Source: an optimization exercise on an open RTL-to-GDS flow (aim: small area). Production flows keep margins and buffers that such runs may drop.
The RTL was checked by simulation tests, not by an equivalence proof against the original design.
Power and IR drop assume default switching activity.

## flow/design.v (module list and top-level ports; edited modules follow where they fit)
// module rca: 18 lines
// module ge_r: 15 lines
// module fpadd: 49 lines
// module fpadd_pos: 27 lines
// module fpmul_tail: 24 lines
// module mant_mul: 262 lines
// module fpmul: 9 lines
// module mulc_0_0: 124 lines
// module mulc_0_1: 125 lines
// module mulc_0_2: 122 lines
// module mulc_0_3: 124 lines
// module mulc_0_4: 122 lines
// module mulc_0_5: 122 lines
// module mulc_0_6: 125 lines
// module mulc_0_7: 118 lines
// module mulc_0_8: 125 lines
// module mulc_0_9: 125 lines
// module mulc_0_10: 125 lines
// module mulc_0_11: 125 lines
// module mulc_0_12: 125 lines
// module mulc_0_13: 125 lines
// module mulc_0_14: 125 lines
// module mulc_0_15: 125 lines
// module mulc_1_0: 122 lines
// module mulc_1_1: 105 lines
// module mulc_1_2: 122 lines
// module mulc_1_3: 118 lines
// module mulc_1_4: 122 lines
// module mulc_1_5: 121 lines
// module mulc_1_6: 122 lines
// module mulc_1_7: 122 lines
// module mulc_1_8: 105 lines
// module mulc_1_9: 122 lines
// module mulc_1_10: 125 lines
// module mulc_1_11: 122 lines
// module mulc_1_12: 125 lines
// module mulc_1_13: 125 lines
// module mulc_1_14: 122 lines
// module mulc_1_15: 125 lines
// module mulc_2_0: 118 lines
// module mulc_2_1: 118 lines
// module mulc_2_2: 122 lines
// module mulc_2_3: 104 lines
// module mulc_2_4: 102 lines
// module mulc_2_5: 122 lines
// module mulc_2_6: 71 lines
// module mulc_2_7: 118 lines
// module mulc_2_8: 125 lines
// module mulc_2_9: 118 lines
// module mulc_2_10: 56 lines
// module mulc_2_11: 121 lines
// module mulc_2_12: 121 lines
// module mulc_2_13: 76 lines
// module mulc_2_14: 118 lines
// module mulc_2_15: 121 lines
// module CNNEngine: 1278 lines
module CNNEngine(
  input         clock,
  input         reset,
  input  [15:0] io_inputA_0,
  input  [15:0] io_inputA_1,
  input  [15:0] io_inputA_2,
  input  [15:0] io_inputA_3,
  input  [15:0] io_inputA_4,
  input  [15:0] io_inputA_5,
  input  [15:0] io_inputA_6,
  input  [15:0] io_inputA_7,
  input  [15:0] io_inputA_8,
  input  [15:0] io_inputB_0,
  input  [15:0] io_inputB_1,
  input  [15:0] io_inputB_2,
  input  [15:0] io_inputB_3,
  input  [15:0] io_inputB_4,
  input  [15:0] io_inputB_5,
  input  [15:0] io_inputB_6,
  input  [15:0] io_inputB_7,
  input  [15:0] io_inputB_8,
  input  [2:0]  io_DemuxSel0,
  input  [2:0]  io_DemuxSel,
  input         io_DemuxEn0_0,
  input         io_DemuxEn0_1,
  input         io_DemuxEn0_2,
  input         io_DemuxEn0_3,
  input         io_DemuxEn0_4,
  input         io_DemuxEn0_5,
  input         io_DemuxEn0_6,
  input         io_DemuxEn0_7,
  input         io_DemuxEn_0,
  input         io_DemuxEn_1,
  input         io_DemuxEn_2,
  input         io_DemuxEn_3,
  input         io_DemuxEn_4,
  input         io_DemuxEn_5,
  input         io_DemuxEn_6,
  input         io_DemuxEn_7,
  input         io_DemuxEn_8,
  input         io_DemuxEn_9,
  input         io_DemuxEn_10,
  input         io_DemuxEn_11,
  input         io_DemuxEn_12,
  input         io_DemuxEn_13,
  input         io_DemuxEn_14,
  input         io_DemuxEn_15,
  input         io_DemuxEn_16,
  input         io_DemuxEn_17,
  input         io_DemuxEn_18,
  input         io_DemuxEn_19,
  input         io_DemuxEn_20,
  input         io_DemuxEn_21,
  input         io_DemuxEn_22,
  input         io_DemuxEn_23,
  input         io_DemuxEn_24,
  input         io_DemuxEn_25,
  input         io_DemuxEn_26,
  input         io_DemuxEn_27,
  input         io_DemuxEn_28,
  input         io_DemuxEn_29,
  input         io_DemuxEn_30,
  input         io_DemuxEn_31,
  input         io_DemuxEn_32,
  input         io_DemuxEn_33,
  input         io_DemuxEn_34,
  input         io_DemuxEn_35,
  input         io_DemuxEn_36,
  input         io_DemuxEn_37,
  input         io_DemuxEn_38,
  input         io_DemuxEn_39,
  input         io_DemuxEn_40,
  input         io_DemuxEn_41,
  input         io_DemuxEn_42,
  input         io_DemuxEn_43,
  input         io_DemuxEn_44,
  input         io_DemuxEn_45,
  input         io_DemuxEn_46,
  input         io_DemuxEn_47,
  input         io_DemuxEn_48,
  input         io_DemuxEn_49,
  input         io_DemuxEn_50,
  input         io_DemuxEn_51,
  input         io_DemuxEn_52,
  input         io_DemuxEn_53,
  input         io_DemuxEn_54,
  input         io_DemuxEn_55,
  input         io_DemuxEn_56,
  input         io_DemuxEn_57,
  input         io_DemuxEn_58,
  input         io_DemuxEn_59,
  input         io_DemuxEn_60,
  input         io_DemuxEn_61,
  input         io_DemuxEn_62,
  input         io_DemuxEn_63,
  input  [1:0]  io_FCMuxSel,
  input         io_FCDemuxEn_0,
  input         io_FCDemuxEn_1,
  input         io_FCDemuxEn_2,
  // ...
==> flow/flow/run.sh <==
#!/bin/bash
set -euo pipefail
WORK=$(pwd)
rm -rf "$WORK/scripts_abc"
cp -r "$FLOW_HOME/scripts" "$WORK/scripts_abc"
cp "$WORK/flow/abc.script" "$WORK/scripts_abc/abc_speed.script"
export SCRIPTS_DIR="$WORK/scripts_abc"
export ADDER_MAP_FILE=""
export BUFFER_PORTS_ARGS="-buffer_cell sky130_fd_sc_hd__buf_1"
bash "$WORK/standard.sh" > "$WORK/standard_flow.log" 2>&1
==> flow/flow/abc.script <==
strash
&get -n
&fraig -x
&put
balance -l
resub -K 6 -l
rewrite -l
resub -K 6 -N 2 -l
refactor -l
resub -K 8 -l
balance -l
resub -K 8 -N 2 -l
rewrite -l
resub -K 10 -l
rewrite -z -l
resub -K 10 -N 2 -l
balance -l
resub -K 12 -l
refactor -z -l
resub -K 12 -N 2 -l
rewrite -z -l
balance -l
dc2
dch -f
amap -m -F 3 -A 8
strash
balance -l
resub -K 6 -l
rewrite -l
resub -K 6 -N 2 -l
refactor -l
resub -K 8 -l
balance -l
resub -K 8 -N 2 -l
rewrite -l
resub -K 10 -l
rewrite -z -l
resub -K 10 -N 2 -l
balance -l
resub -K 12 -l
refactor -z -l
resub -K 12 -N 2 -l
rewrite -z -l
balance -l
dc2
dch -f
amap -m -F 3 -A 8
strash
dc2
dch -f
amap -m -F 3 -A 8
==> flow/standard.sh <==
#!/bin/bash
# synth_recipe.tcl (not shown) runs the flow's synth.tcl, then flattens the netlist and writes it again
# the make line also repeats each setting of config.mk as NAME=value (left out here)
make -C /OpenROAD-flow-scripts/flow DESIGN_CONFIG=/design/flow/config.mk WORK_HOME=/design/flow/orfs CLKGATE_MAP_FILE= SYNTH_SCRIPT=/design/flow/synth_recipe.tcl "${@:-finish}"
==> flow/config.mk <==
export PLATFORM = sky130hd
export DESIGN_NAME = CNNEngine
export DESIGN_NICKNAME = CNNEngine
export VERILOG_FILES = /design/flow/design.v
export SDC_FILE = /design/flow/constraint.sdc
export NUM_CORES = 8
export LEC_CHECK = 0
export CAP_MARGIN = 35
export CORE_MARGIN = 2
export CORE_UTILIZATION = 40
export CTS_BUF_LIST = sky130_fd_sc_hd__clkbuf_4
export SLEW_MARGIN = 30
==> flow/constraint.sdc <==
create_clock -name core_clock -period 18.0 [get_ports {clock}]
set_input_delay 3.6000 -clock core_clock [delete_from_list [all_inputs] [get_ports {clock}]]
set_output_delay 3.6000 -clock core_clock [all_outputs]
set_load 0.01 [all_outputs]
==> reports/results.txt, run 1 <==
Avg Cell Area, Syn - 6.43 sq um
multi-input logic portion of the cell area - 61.5%
post-synthesis sequential area ratio - 25.9%
# Max-Cap Violations - 0
total track usage - 31.7%
final instance area - 282000 sq um
nets - 41600
Synth Area in Adders - 0%
Multi-In Gates - 32300
I/O pins - 554
grt met1 use - 40.8%
top cell type by total area after synthesis - dfxtp_1
Congestion Overflow GR - 0
Cells after Synth - 39300
R2R setup slack - 4550 ps
final core occ - 44.8%
Logic inverters - 3732
P_comb - 0.0339 W
drt total wl - 1080 mm
WP depth - 71
Seq. pwr - 0.0101 W
WL met2 - 465 mm
Clk Latency, worst-skew pair - 1930 ps
sw power - 0.0269 W
Crit Path Class - register to register
Tot Pwr - 0.0509 W
unrepaired setup endpoints after global routing - false
Taps Inserted - 8350
area of the multi-input gates - 173000 sq um
worst min-delay path category - register to register
Fin. Hold Viols - 0
Clock Buffer Count - 1179
clock network power - 0.00694 W
worst slew pin tran - 1140 ps
Yosys reg bits - 3272
outcome - finished clean
==> run 2: changes to the inputs <==
--- a/flow/design.v
+++ b/flow/design.v
@@ -6562,159 +6562,143 @@
   wire [14:0] Mn_7_6 = ({15{mw_7_6}} & R_7) | ({15{~io_DemuxEn_62}} & M_7_6);
   always @(posedge clock) Mi_7_6 <= ~Mn_7_6;
   reg [14:0] Mi_7_7;   
   wire [14:0] M_7_7 = ~Mi_7_7;
   wire mw_7_7 = io_DemuxEn_63 & (io_DemuxSel == 3'd7);
   wire [14:0] Mn_7_7 = ({15{mw_7_7}} & R_7) | ({15{~io_DemuxEn_63}} & M_7_7);
   always @(posedge clock) Mi_7_7 <= ~Mn_7_7;
   wire ga_0, gb_0, gc_0;
-  ge_r #(15) pga_0 (.a(Mn_0_0), .b(Mn_1_0), .ge(ga_0));
-  ge_r #(15) pgb_0 (.a(Mn_0_1), .b(Mn_1_1), .ge(gb_0));
-  wire [14:0] pa_0 = ga_0 ? Mn_0_0 : Mn_1_0;
-  wire [14:0] pb_0 = gb_0 ? Mn_0_1 : Mn_1_1;
+  ge_r #(15) pga_0 (.a(M_0_0), .b(M_1_0), .ge(ga_0));
+  ge_r #(15) pgb_0 (.a(M_0_1), .b(M_1_1), .ge(gb_0));
+  wire [14:0] pa_0 = ga_0 ? M_0_0 : M_1_0;
+  wire [14:0] pb_0 = gb_0 ? M_0_1 : M_1_1;
   ge_r #(15) pgc_0 (.a(pa_0), .b(pb_0), .ge(gc_0));
   wire [14:0] pooln_0 = gc_0 ? pa_0 : pb_0;
-  reg [14:0] pool_0;
-  always @(posedge clock) pool_0 <= pooln_0;
+  wire [14:0] pool_0 = pooln_0;
   wire ga_1, gb_1, gc_1;
-  ge_r #(15) pga_1 (.a(Mn_2_0), .b(Mn_3_0), .ge(ga_1));
-  ge_r #(15) pgb_1 (.a(Mn_2_1), .b(Mn_3_1), .ge(gb_1));
-  wire [14:0] pa_1 = ga_1 ? Mn_2_0 : Mn_3_0;
-  wire [14:0] pb_1 = gb_1 ? Mn_2_1 : Mn_3_1;
+  ge_r #(15) pga_1 (.a(M_2_0), .b(M_3_0), .ge(ga_1));
+  ge_r #(15) pgb_1 (.a(M_2_1), .b(M_3_1), .ge(gb_1));
+  wire [14:0] pa_1 = ga_1 ? M_2_0 : M_3_0;
+  wire [14:0] pb_1 = gb_1 ? M_2_1 : M_3_1;
   ge_r #(15) pgc_1 (.a(pa_1), .b(pb_1), .ge(gc_1));
   wire [14:0] pooln_1 = gc_1 ? pa_1 : pb_1;
-  reg [14:0] pool_1;
-  always @(posedge clock) pool_1 <= pooln_1;
+  wire [14:0] pool_1 = pooln_1;
   wire ga_2, gb_2, gc_2;
-  ge_r #(15) pga_2 (.a(Mn_4_0), .b(Mn_5_0), .ge(ga_2));
-  ge_r #(15) pgb_2 (.a(Mn_4_1), .b(Mn_5_1), .ge(gb_2));
-  wire [14:0] pa_2 = ga_2 ? Mn_4_0 : Mn_5_0;
-  wire [14:0] pb_2 = gb_2 ? Mn_4_1 : Mn_5_1;
+  ge_r #(15) pga_2 (.a(M_4_0), .b(M_5_0), .ge(ga_2));
+  ge_r #(15) pgb_2 (.a(M_4_1), .b(M_5_1), .ge(gb_2));
+  wire [14:0] pa_2 = ga_2 ? M_4_0 : M_5_0;
+  wire [14:0] pb_2 = gb_2 ? M_4_1 : M_5_1;
   ge_r #(15) pgc_2 (.a(pa_2), .b(pb_2), .ge(gc_2));
   wire [14:0] pooln_2 = gc_2 ? pa_2 : pb_2;
-  reg [14:0] pool_2;
-  always @(posedge clock) pool_2 <= pooln_2;
+  wire [14:0] pool_2 = pooln_2;
   wire ga_3, gb_3, gc_3;
-  ge_r #(15) pga_3 (.a(Mn_6_0), .b(Mn_7_0), .ge(ga_3));
-  ge_r #(15) pgb_3 (.a(Mn_6_1), .b(Mn_7_1), .ge(gb_3));
-  wire [14:0] pa_3 = ga_3 ? Mn_6_0 : Mn_7_0;
-  wire [14:0] pb_3 = gb_3 ? Mn_6_1 : Mn_7_1;
+  ge_r #(15) pga_3 (.a(M_6_0), .b(M_7_0), .ge(ga_3));
+  ge_r #(15) pgb_3 (.a(M_6_1), .b(M_7_1), .ge(gb_3));
+  wire [14:0] pa_3 = ga_3 ? M_6_0 : M_7_0;
+  wire [14:0] pb_3 = gb_3 ? M_6_1 : M_7_1;
   ge_r #(15) pgc_3 (.a(pa_3), .b(pb_3), .ge(gc_3));
   wire [14:0] pooln_3 = gc_3 ? pa_3 : pb_3;
-  reg [14:0] pool_3;
-  always @(posedge clock) pool_3 <= pooln_3;
+  wire [14:0] pool_3 = pooln_3;
   wire ga_4, gb_4, gc_4;
-  ge_r #(15) pga_4 (.a(Mn_0_2), .b(Mn_1_2), .ge(ga_4));
-  ge_r #(15) pgb_4 (.a(Mn_0_3), .b(Mn_1_3), .ge(gb_4));
-  wire [14:0] pa_4 = ga_4 ? Mn_0_2 : Mn_1_2;
-  wire [14:0] pb_4 = gb_4 ? Mn_0_3 : Mn_1_3;
+  ge_r #(15) pga_4 (.a(M_0_2), .b(M_1_2), .ge(ga_4));
+  ge_r #(15) pgb_4 (.a(M_0_3), .b(M_1_3), .ge(gb_4));
+  wire [14:0] pa_4 = ga_4 ? M_0_2 : M_1_2;
+  wire [14:0] pb_4 = gb_4 ? M_0_3 : M_1_3;
   ge_r #(15) pgc_4 (.a(pa_4), .b(pb_4), .ge(gc_4));
   wire [14:0] pooln_4 = gc_4 ? pa_4 : pb_4;
-  reg [14:0] pool_4;
-  always @(posedge clock) pool_4 <= pooln_4;
+  wire [14:0] pool_4 = pooln_4;
   wire ga_5, gb_5, gc_5;
-  ge_r #(15) pga_5 (.a(Mn_2_2), .b(Mn_3_2), .ge(ga_5));
-  ge_r #(15) pgb_5 (.a(Mn_2_3), .b(Mn_3_3), .ge(gb_5));
-  wire [14:0] pa_5 = ga_5 ? Mn_2_2 : Mn_3_2;
-  wire [14:0] pb_5 = gb_5 ? Mn_2_3 : Mn_3_3;
+  ge_r #(15) pga_5 (.a(M_2_2), .b(M_3_2), .ge(ga_5));
+  ge_r #(15) pgb_5 (.a(M_2_3), .b(M_3_3), .ge(gb_5));
+  wire [14:0] pa_5 = ga_5 ? M_2_2 : M_3_2;
+  wire [14:0] pb_5 = gb_5 ? M_2_3 : M_3_3;
   ge_r #(15) pgc_5 (.a(pa_5), .b(pb_5), .ge(gc_5));
   wire [14:0] pooln_5 = gc_5 ? pa_5 : pb_5;
-  reg [14:0] pool_5;
-  always @(posedge clock) pool_5 <= pooln_5;
+  wire [14:0] pool_5 = pooln_5;
   wire ga_6, gb_6, gc_6;
-  ge_r #(15) pga_6 (.a(Mn_4_2), .b(Mn_5_2), .ge(ga_6));
-  ge_r #(15) pgb_6 (.a(Mn_4_3), .b(Mn_5_3), .ge(gb_6));
-  wire [14:0] pa_6 = ga_6 ? Mn_4_2 : Mn_5_2;
-  wire [14:0] pb_6 = gb_6 ? Mn_4_3 : Mn_5_3;
+  ge_r #(15) pga_6 (.a(M_4_2), .b(M_5_2), .ge(ga_6));
+  ge_r #(15) pgb_6 (.a(M_4_3), .b(M_5_3), .ge(gb_6));
+  wire [14:0] pa_6 = ga_6 ? M_4_2 : M_5_2;
+  wire [14:0] pb_6 = gb_6 ? M_4_3 : M_5_3;
   ge_r #(15) pgc_6 (.a(pa_6), .b(pb_6), .ge(gc_6));
   wire [14:0] pooln_6 = gc_6 ? pa_6 : pb_6;
-  reg [14:0] pool_6;
-  always @(posedge clock) pool_6 <= pooln_6;
+  wire [14:0] pool_6 = pooln_6;
   wire ga_7, gb_7, gc_7;
-  ge_r #(15) pga_7 (.a(Mn_6_2), .b(Mn_7_2), .ge(ga_7));
-  ge_r #(15) pgb_7 (.a(Mn_6_3), .b(Mn_7_3), .ge(gb_7));
-  wire [14:0] pa_7 = ga_7 ? Mn_6_2 : Mn_7_2;
-  wire [14:0] pb_7 = gb_7 ? Mn_6_3 : Mn_7_3;
+  ge_r #(15) pga_7 (.a(M_6_2), .b(M_7_2), .ge(ga_7));
+  ge_r #(15) pgb_7 (.a(M_6_3), .b(M_7_3), .ge(gb_7));
+  wire [14:0] pa_7 = ga_7 ? M_6_2 : M_7_2;
+  wire [14:0] pb_7 = gb_7 ? M_6_3 : M_7_3;
   ge_r #(15) pgc_7 (.a(pa_7), .b(pb_7), .ge(gc_7));
   wire [14:0] pooln_7 = gc_7 ? pa_7 : pb_7;
-  reg [14:0] pool_7;
-  always @(posedge clock) pool_7 <= pooln_7;
+  wire [14:0] pool_7 = pooln_7;
   wire ga_8, gb_8, gc_8;
-  ge_r #(15) pga_8 (.a(Mn_0_4), .b(Mn_1_4), .ge(ga_8));
-  ge_r #(15) pgb_8 (.a(Mn_0_5), .b(Mn_1_5), .ge(gb_8));
-  wire [14:0] pa_8 = ga_8 ? Mn_0_4 : Mn_1_4;
-  wire [14:0] pb_8 = gb_8 ? Mn_0_5 : Mn_1_5;
+  ge_r #(15) pga_8 (.a(M_0_4), .b(M_1_4), .ge(ga_8));
+  ge_r #(15) pgb_8 (.a(M_0_5), .b(M_1_5), .ge(gb_8));
+  wire [14:0] pa_8 = ga_8 ? M_0_4 : M_1_4;
+  wire [14:0] pb_8 = gb_8 ? M_0_5 : M_1_5;
   ge_r #(15) pgc_8 (.a(pa_8), .b(pb_8), .ge(gc_8));
   wire [14:0] pooln_8 = gc_8 ? pa_8 : pb_8;
-  reg [14:0] pool_8;
-  always @(posedge clock) pool_8 <= pooln_8;
+  wire [14:0] pool_8 = pooln_8;
   wire ga_9, gb_9, gc_9;
-  ge_r #(15) pga_9 (.a(Mn_2_4), .b(Mn_3_4), .ge(ga_9));
-  ge_r #(15) pgb_9 (.a(Mn_2_5), .b(Mn_3_5), .ge(gb_9));
-  wire [14:0] pa_9 = ga_9 ? Mn_2_4 : Mn_3_4;
-  wire [14:0] pb_9 = gb_9 ? Mn_2_5 : Mn_3_5;
+  ge_r #(15) pga_9 (.a(M_2_4), .b(M_3_4), .ge(ga_9));
+  ge_r #(15) pgb_9 (.a(M_2_5), .b(M_3_5), .ge(gb_9));
+  wire [14:0] pa_9 = ga_9 ? M_2_4 : M_3_4;
+  wire [14:0] pb_9 = gb_9 ? M_2_5 : M_3_5;
   ge_r #(15) pgc_9 (.a(pa_9), .b(pb_9), .ge(gc_9));
   wire [14:0] pooln_9 = gc_9 ? pa_9 : pb_9;
-  reg [14:0] pool_9;
-  always @(posedge clock) pool_9 <= pooln_9;
+  wire [14:0] pool_9 = pooln_9;
   wire ga_10, gb_10, gc_10;
-  ge_r #(15) pga_10 (.a(Mn_4_4), .b(Mn_5_4), .ge(ga_10));
-  ge_r #(15) pgb_10 (.a(Mn_4_5), .b(Mn_5_5), .ge(gb_10));
-  wire [14:0] pa_10 = ga_10 ? Mn_4_4 : Mn_5_4;
-  wire [14:0] pb_10 = gb_10 ? Mn_4_5 : Mn_5_5;
+  ge_r #(15) pga_10 (.a(M_4_4), .b(M_5_4), .ge(ga_10));
+  ge_r #(15) pgb_10 (.a(M_4_5), .b(M_5_5), .ge(gb_10));
+  wire [14:0] pa_10 = ga_10 ? M_4_4 : M_5_4;
+  wire [14:0] pb_10 = gb_10 ? M_4_5 : M_5_5;
   ge_r #(15) pgc_10 (.a(pa_10), .b(pb_10), .ge(gc_10));
   wire [14:0] pooln_10 = gc_10 ? pa_10 : pb_10;
-  reg [14:0] pool_10;
-  always @(posedge clock) pool_10 <= pooln_10;
+  wire [14:0] pool_10 = pooln_10;
   wire ga_11, gb_11, gc_11;
-  ge_r #(15) pga_11 (.a(Mn_6_4), .b(Mn_7_4), .ge(ga_11));
-  ge_r #(15) pgb_11 (.a(Mn_6_5), .b(Mn_7_5), .ge(gb_11));
-  wire [14:0] pa_11 = ga_11 ? Mn_6_4 : Mn_7_4;
-  wire [14:0] pb_11 = gb_11 ? Mn_6_5 : Mn_7_5;
+  ge_r #(15) pga_11 (.a(M_6_4), .b(M_7_4), .ge(ga_11));
+  ge_r #(15) pgb_11 (.a(M_6_5), .b(M_7_5), .ge(gb_11));
+  wire [14:0] pa_11 = ga_11 ? M_6_4 : M_7_4;
+  wire [14:0] pb_11 = gb_11 ? M_6_5 : M_7_5;
   ge_r #(15) pgc_11 (.a(pa_11), .b(pb_11), .ge(gc_11));
   wire [14:0] pooln_11 = gc_11 ? pa_11 : pb_11;
-  reg [14:0] pool_11;
-  always @(posedge clock) pool_11 <= pooln_11;
+  wire [14:0] pool_11 = pooln_11;
   wire ga_12, gb_12, gc_12;
-  ge_r #(15) pga_12 (.a(Mn_0_6), .b(Mn_1_6), .ge(ga_12));
-  ge_r #(15) pgb_12 (.a(Mn_0_7), .b(Mn_1_7), .ge(gb_12));
-  wire [14:0] pa_12 = ga_12 ? Mn_0_6 : Mn_1_6;
-  wire [14:0] pb_12 = gb_12 ? Mn_0_7 : Mn_1_7;
+  ge_r #(15) pga_12 (.a(M_0_6), .b(M_1_6), .ge(ga_12));
+  ge_r #(15) pgb_12 (.a(M_0_7), .b(M_1_7), .ge(gb_12));
+  wire [14:0] pa_12 = ga_12 ? M_0_6 : M_1_6;
+  wire [14:0] pb_12 = gb_12 ? M_0_7 : M_1_7;
   ge_r #(15) pgc_12 (.a(pa_12), .b(pb_12), .ge(gc_12));
   wire [14:0] pooln_12 = gc_12 ? pa_12 : pb_12;
-  reg [14:0] pool_12;
-  always @(posedge clock) pool_12 <= pooln_12;
+  wire [14:0] pool_12 = pooln_12;
   wire ga_13, gb_13, gc_13;
-  ge_r #(15) pga_13 (.a(Mn_2_6), .b(Mn_3_6), .ge(ga_13));
-  ge_r #(15) pgb_13 (.a(Mn_2_7), .b(Mn_3_7), .ge(gb_13));
-  wire [14:0] pa_13 = ga_13 ? Mn_2_6 : Mn_3_6;
-  wire [14:0] pb_13 = gb_13 ? Mn_2_7 : Mn_3_7;
+  ge_r #(15) pga_13 (.a(M_2_6), .b(M_3_6), .ge(ga_13));
+  ge_r #(15) pgb_13 (.a(M_2_7), .b(M_3_7), .ge(gb_13));
+  wire [14:0] pa_13 = ga_13 ? M_2_6 : M_3_6;
+  wire [14:0] pb_13 = gb_13 ? M_2_7 : M_3_7;
   ge_r #(15) pgc_13 (.a(pa_13), .b(pb_13), .ge(gc_13));
   wire [14:0] pooln_13 = gc_13 ? pa_13 : pb_13;
-  reg [14:0] pool_13;
-  always @(posedge clock) pool_13 <= pooln_13;
+  wire [14:0] pool_13 = pooln_13;
   wire ga_14, gb_14, gc_14;
-  ge_r #(15) pga_14 (.a(Mn_4_6), .b(Mn_5_6), .ge(ga_14));
-  ge_r #(15) pgb_14 (.a(Mn_4_7), .b(Mn_5_7), .ge(gb_14));
-  wire [14:0] pa_14 = ga_14 ? Mn_4_6 : Mn_5_6;
-  wire [14:0] pb_14 = gb_14 ? Mn_4_7 : Mn_5_7;
+  ge_r #(15) pga_14 (.a(M_4_6), .b(M_5_6), .ge(ga_14));
+  ge_r #(15) pgb_14 (.a(M_4_7), .b(M_5_7), .ge(gb_14));
+  wire [14:0] pa_14 = ga_14 ? M_4_6 : M_5_6;
+  wire [14:0] pb_14 = gb_14 ? M_4_7 : M_5_7;
   ge_r #(15) pgc_14 (.a(pa_14), .b(pb_14), .ge(gc_14));
   wire [14:0] pooln_14 = gc_14 ? pa_14 : pb_14;
-  reg [14:0] pool_14;
-  always @(posedge clock) pool_14 <= pooln_14;
+  wire [14:0] pool_14 = pooln_14;
   wire ga_15, gb_15, gc_15;
-  ge_r #(15) pga_15 (.a(Mn_6_6), .b(Mn_7_6), .ge(ga_15));
-  ge_r #(15) pgb_15 (.a(Mn_6_7), .b(Mn_7_7), .ge(gb_15));
-  wire [14:0] pa_15 = ga_15 ? Mn_6_6 : Mn_7_6;
-  wire [14:0] pb_15 = gb_15 ? Mn_6_7 : Mn_7_7;
+  ge_r #(15) pga_15 (.a(M_6_6), .b(M_7_6), .ge(ga_15));
+  ge_r #(15) pgb_15 (.a(M_6_7), .b(M_7_7), .ge(gb_15));
+  wire [14:0] pa_15 = ga_15 ? M_6_6 : M_7_6;
+  wire [14:0] pb_15 = gb_15 ? M_6_7 : M_7_7;
   ge_r #(15) pgc_15 (.a(pa_15), .b(pb_15), .ge(gc_15));
   wire [14:0] pooln_15 = gc_15 ? pa_15 : pb_15;
-  reg [14:0] pool_15;
-  always @(posedge clock) pool_15 <= pooln_15;
+  wire [14:0] pool_15 = pooln_15;
   wire [14:0] mm1_0 = {4'b0, 1'b1, pool_0[9:0]};
   wire [14:0] mm3_0; wire mc3_0; rca #(15) ma3_0 (.a(mm1_0 << 2), .b(~mm1_0), .ci(1'b1), .s(mm3_0), .co(mc3_0));
   wire [14:0] mm5_0; wire mc5_0; rca #(15) ma5_0 (.a(mm1_0 << 2), .b(mm1_0), .ci(1'b0), .s(mm5_0), .co(mc5_0));
   wire [14:0] mm7_0; wire mc7_0; rca #(15) ma7_0 (.a(mm1_0 << 3), .b(~mm1_0), .ci(1'b1), .s(mm7_0), .co(mc7_0));
   wire [14:0] mm9_0; wire mc9_0; rca #(15) ma9_0 (.a(mm1_0 << 3), .b(mm1_0), .ci(1'b0), .s(mm9_0), .co(mc9_0));
   wire [14:0] mm11_0; wire mc11_0; rca #(15) ma11_0 (.a(mm1_0 << 3), .b(mm3_0), .ci(1'b0), .s(mm11_0), .co(mc11_0));
   wire [14:0] mm13_0; wire mc13_0; rca #(15) ma13_0 (.a(mm1_0 << 3), .b(mm5_0), .ci(1'b0), .s(mm13_0), .co(mc13_0));
   wire [14:0] mm15_0; wire mc15_0; rca #(15) ma15_0 (.a(mm1_0 << 4), .b(~mm1_0), .ci(1'b1), .s(mm15_0), .co(mc15_0));
==> flow/flow/abc.script (replaced) <==
strash
&get -n
&fraig -x
&put
balance
rewrite
refactor
balance
rewrite
rewrite -z
balance
refactor -z
rewrite -z
balance
dc2
dch -f
amap -m -F 3 -A 8
strash
balance
rewrite
refactor
balance
rewrite
rewrite -z
balance
refactor -z
rewrite -z
balance
dc2
dch -f
amap -m -F 3 -A 8
strash
dc2
dch -f
amap -m -F 3 -A 8
--- a/flow/config.mk
+++ b/flow/config.mk
@@ -4,9 +4,10 @@
 export VERILOG_FILES = /design/flow/design.v
 export SDC_FILE = /design/flow/constraint.sdc
 export NUM_CORES = 8
 export LEC_CHECK = 0
 export CAP_MARGIN = 35
 export CORE_MARGIN = 2
 export CORE_UTILIZATION = 40
 export CTS_BUF_LIST = sky130_fd_sc_hd__clkbuf_4
+export SETUP_SLACK_MARGIN = 0.3
 export SLEW_MARGIN = 30
==> reports/results.txt, run 2 <==
top cell type by total area after synthesis - dfxtp_1
startpoint types - register
most frequent cells in the layout - nor2_1, o22ai_1, o21ai_0
Yosys warnings - 2
commonest non-fill, non-tap cell in the layout - nor2_1
Synth Cell Area - 252000 sq um
Top FF cell, synth - dfxtp_1
outcome - finished clean
final setup vio count - 0
Die Ht - 797 um
setup tns final - 0 ps
unrepaired setup endpoints after global routing - false
Fin. Hold Viols - 0 (unchanged)
number of CTS-inserted buffers - 811
R2R setup slack - 1860 ps (-2680 ps)
Simple-Gate Fraction of Synth Area - 23.9%
family with the most delay on the worst path - compound AO/OA/AOI/OAI gates
via/cell ratio - 6.15
Post-synth EDFFs - 0
WHS Path Cells - 0
Synth Area in Compound Gates - 46.4%
area growth from synthesis to layout - 12.0%
Setup Skew - 279 ps
XOR/XNOR Fraction of Synth Area - 0.0661%
reg2reg start - Mi_6_1[1]$_DFF_P_
ys async rst share - 0%
Tot Pwr - 0.0450 W (-12%)
nets - 42300 (+1.7%)
most common cell in the netlist - nor2_1
Worst Path Max Fanout - 17
Site Rows - 291
Crit Path Class - register to register
Die X - 797 um
Buffers on Ports - 542
main combinational cell family by area after synthesis - compound AO/OA/AOI/OAI gates
Cells after Synth - 39800 (+1.5%)
via count - 314000
Worst-path clk slew - 70 ps
Synth Area in Adders - 0% (unchanged)
peak supply drop - 0.335 mV
DRC - 0
Avg Cell Area, Syn - 6.32 sq um (-1.8%)
critical path's slowest cell - clkinv_1
worst slew pin tran - 1210 ps (+69.8 ps)
final RePlAce weighted congestion - 1.02
arrival time at the worst endpoint - 17840 ps
Congestion Overflow GR - 0 (unchanged)
global-route wire length before repair - 1640 mm
Core ar. - 627000 sq um
drt wl/cell - 21.6 um
minimum clock period - 16140 ps
CP most frequent cell - o21ai_0
PwrDens - 160 nW/um^2
Area contributors post-synth - dfxtp_1, nor2_1, o22ai_1, o21ai_0, a21oi_1
total track usage - 32.5% (+0.83 points)
post-synthesis sequential area ratio - 24.1% (-1.8 points)
worst reg2reg path endpoint - fp_1_3[10]$_SDFF_PP0_
synth cell count leaders - nor2_1, o22ai_1, o21ai_0, nand2_1, clkinv_1
largest net degree at the start of global routing - 115
Clock Tree Root - clkbuf_4
initial antenna violation count - 127
Max Buffers Root-to-Sink - 4
number of global-route vias before repair - 274000
clock sink count - 3032
Yosys reg bits - 3032 (-7.3%)
period utilization - 89.6%
Max H-tree Level - 6
Min-Delay Endpoint - fl5_0[14]$_DFF_P_
# Max-Cap Violations - 0 (unchanged)
WHS - 312 ps
hold_sp - fl4_0_0[14]$_SDFF_PP0_
Setup crit end kind - register
Worst R2R Path Depth - 97
Clk Latency, worst-skew pair - 1920 ps (about the same)
drt total wl - 1100 mm (+2.1%)
dpl hpwl - 871 mm
Final Slew Violations - 0
DRT antenna net count - 0
post-synthesis mux area share - 0%
Yosys cell types - 67
Slew Limit Headroom - 19.1%
Starting Density - 40.1%
Critical Path RT - 19700 ps
Leakage - 98.9 nW
initial drt markers - 35100
I/O pins - 554 (unchanged)
CTS tree - done
CP bufs+invs - 8
worst min-delay path category - register to register
Pre-antenna DRT Iters - 9
Peak Freq - 62.0 MHz
cts hold-fix bufs - 0
DIE AREA - 636000 sq um
max incr delay on CP - 480 ps
share of cells above drive strength 1 - 5.30%
Yosys top cell area share - 24.1%
run 2: changes by cell type in the layout (fill, tap and decap cells not counted), sizes merged, moves of 85 or more:
cell | previous run | this run
nor2 | 7224 | 8190
o22ai | 5519 | 4791
o22a | 1452 | 1889
dfxtp | 3272 | 3032
and2 | 191 | 405
buf | 1040 | 1239
nand2 | 4088 | 3901
o221ai | 493 | 371
clkinv | 3999 | 3896
nor4 | 262 | 361
a31oi | 327 | 422
or4 | 119 | 34
run 2: final cells by class:
| type | count | area [sq um] |
|---|---|---|
| fillers | 66400 | 345000 |
| diodes | 88 | 220 |
| repair buffers | 1268 | 7810 |
| well taps | 8350 | 10400 |
| inverters | 3655 | 13900 |
| flip-flops and latches | 3032 | 60700 |
| multi-input cells | 33200 | 178000 |
| clock buffers | 1104 | 8290 |
| clock inverters | 340 | 2270 |
run 2: timing repair:
item                                   4_1_cts  5_1_grt
resized for setup                            0      119
setup buffers                                0       10
setup endpoints to repair                    0      307
endpoints found under the hold margin        0        0
run 2: metrics by stage:
step	area (sq um)	util, %	worst slack [ps]	cells
floorplan	252000	-	0.901	39900
global placement	270000	43.0	1160	49400
detailed placement	270000	43.1	1400	49400
CTS	281000	44.8	1320	50900
global route	282000	44.9	263	50900
finish	282000	44.9	1860	51000
run 2: worst max path at each step:
stage | start | to | slack, ps | cells past startpoint
finish | Mi_6_1[1]$_DFF_P_ | fp_1_3[10]$_SDFF_PP0_ | 1860 | 97
CTS | Mi_2_4[1]$_DFF_P_ | fp_1_9[10]$_SDFF_PP0_ | 1320 | 105
floorplan | io_FCMuxSel[1] | fp_0_12[0]$_SDFF_PP0_ | 0.9 | 40
global placement | Mi_2_4[1]$_DFF_P_ | fp_1_9[10]$_SDFF_PP0_ | 1160 | 105
global route | Mi_2_4[1]$_DFF_P_ | fp_1_9[10]$_SDFF_PP0_ | 260 | 105
detailed placement | Mi_4_3[0]$_DFF_P_ | fp_0_6[10]$_SDFF_PP0_ | 1400 | 98
run 2: kinds of logic (layout without fill, tap and decap cells):
| group | after synthesis | in the layout |
|---|---|---|
| AND/OR/NAND/NOR | 14600 | 14600 |
| other | 1 | 99 |
| buffers and inverters | 3666 | 6367 |
| flip-flops | 3032 | 3032 |
| XOR/XNOR | 19 | 19 |
| AO/OA/AOI/OAI | 18600 | 18600 |
run 2: metal layers:
metal	share of wire, %	vias up	wire [um]	track usage, %
li1	-	155000	-	-
met1	44	142000	484000	44.5
met2	42	14000	461000	49.4
met3	9.4	2278	104000	6.20
met4	4.9	78	54000	14.6
met5	0.068	-	750	0
run 2: worst reg2reg max path: cells and delay by family (launching register included):
family	cells	cell delay, ps
AOI/OAI and AO/OA	59	9760
and+or+nand+nor	30	3930
buffers and inverters	8	2070
DFF	1	360
run 2: power by group:
group,leakage [nW],switching [W],total (W),internal (W)
sequential,24.8,0.00120,0.00923,0.00803
clock,6.23,0.00320,0.00636,0.00316
combinational,67.9,0.0193,0.0294,0.0101
total,98.9,0.0236,0.0450,0.0213

[port drivers added, routing unchanged]
In the flow no input, the clock included, has a driving cell. The finished layouts below were timed again as built, in two steps. Step 1 sets driving cells, clkbuf_16 on the clock port and buf_2 on the other inputs (assumed; they add their load-dependent delay and slew). Step 2 adds t to the input delays and takes it off the output delays; t is the mean of the earliest and latest rising clock arrival at the registers after step 1. Input paths then give back, and output paths get back, about the clock's delay inside the block. a / b / c = ideal / step 1 / step 2; a / b = the first two.
run	t (ns)	setup WS [ns]	clock arrival spread, ns	slew at the worst register clock pin (ns)	cell pins on the clock port's net
run 1	1.924	4.546 / 4.546 / 4.546	0.306 / 0.306	0.09 / 0.09	1
run 2	1.921	1.865 / 1.865 / 1.865	0.284 / 0.285	0.09 / 0.09	1
After both steps setup and hold are still met in every run listed.
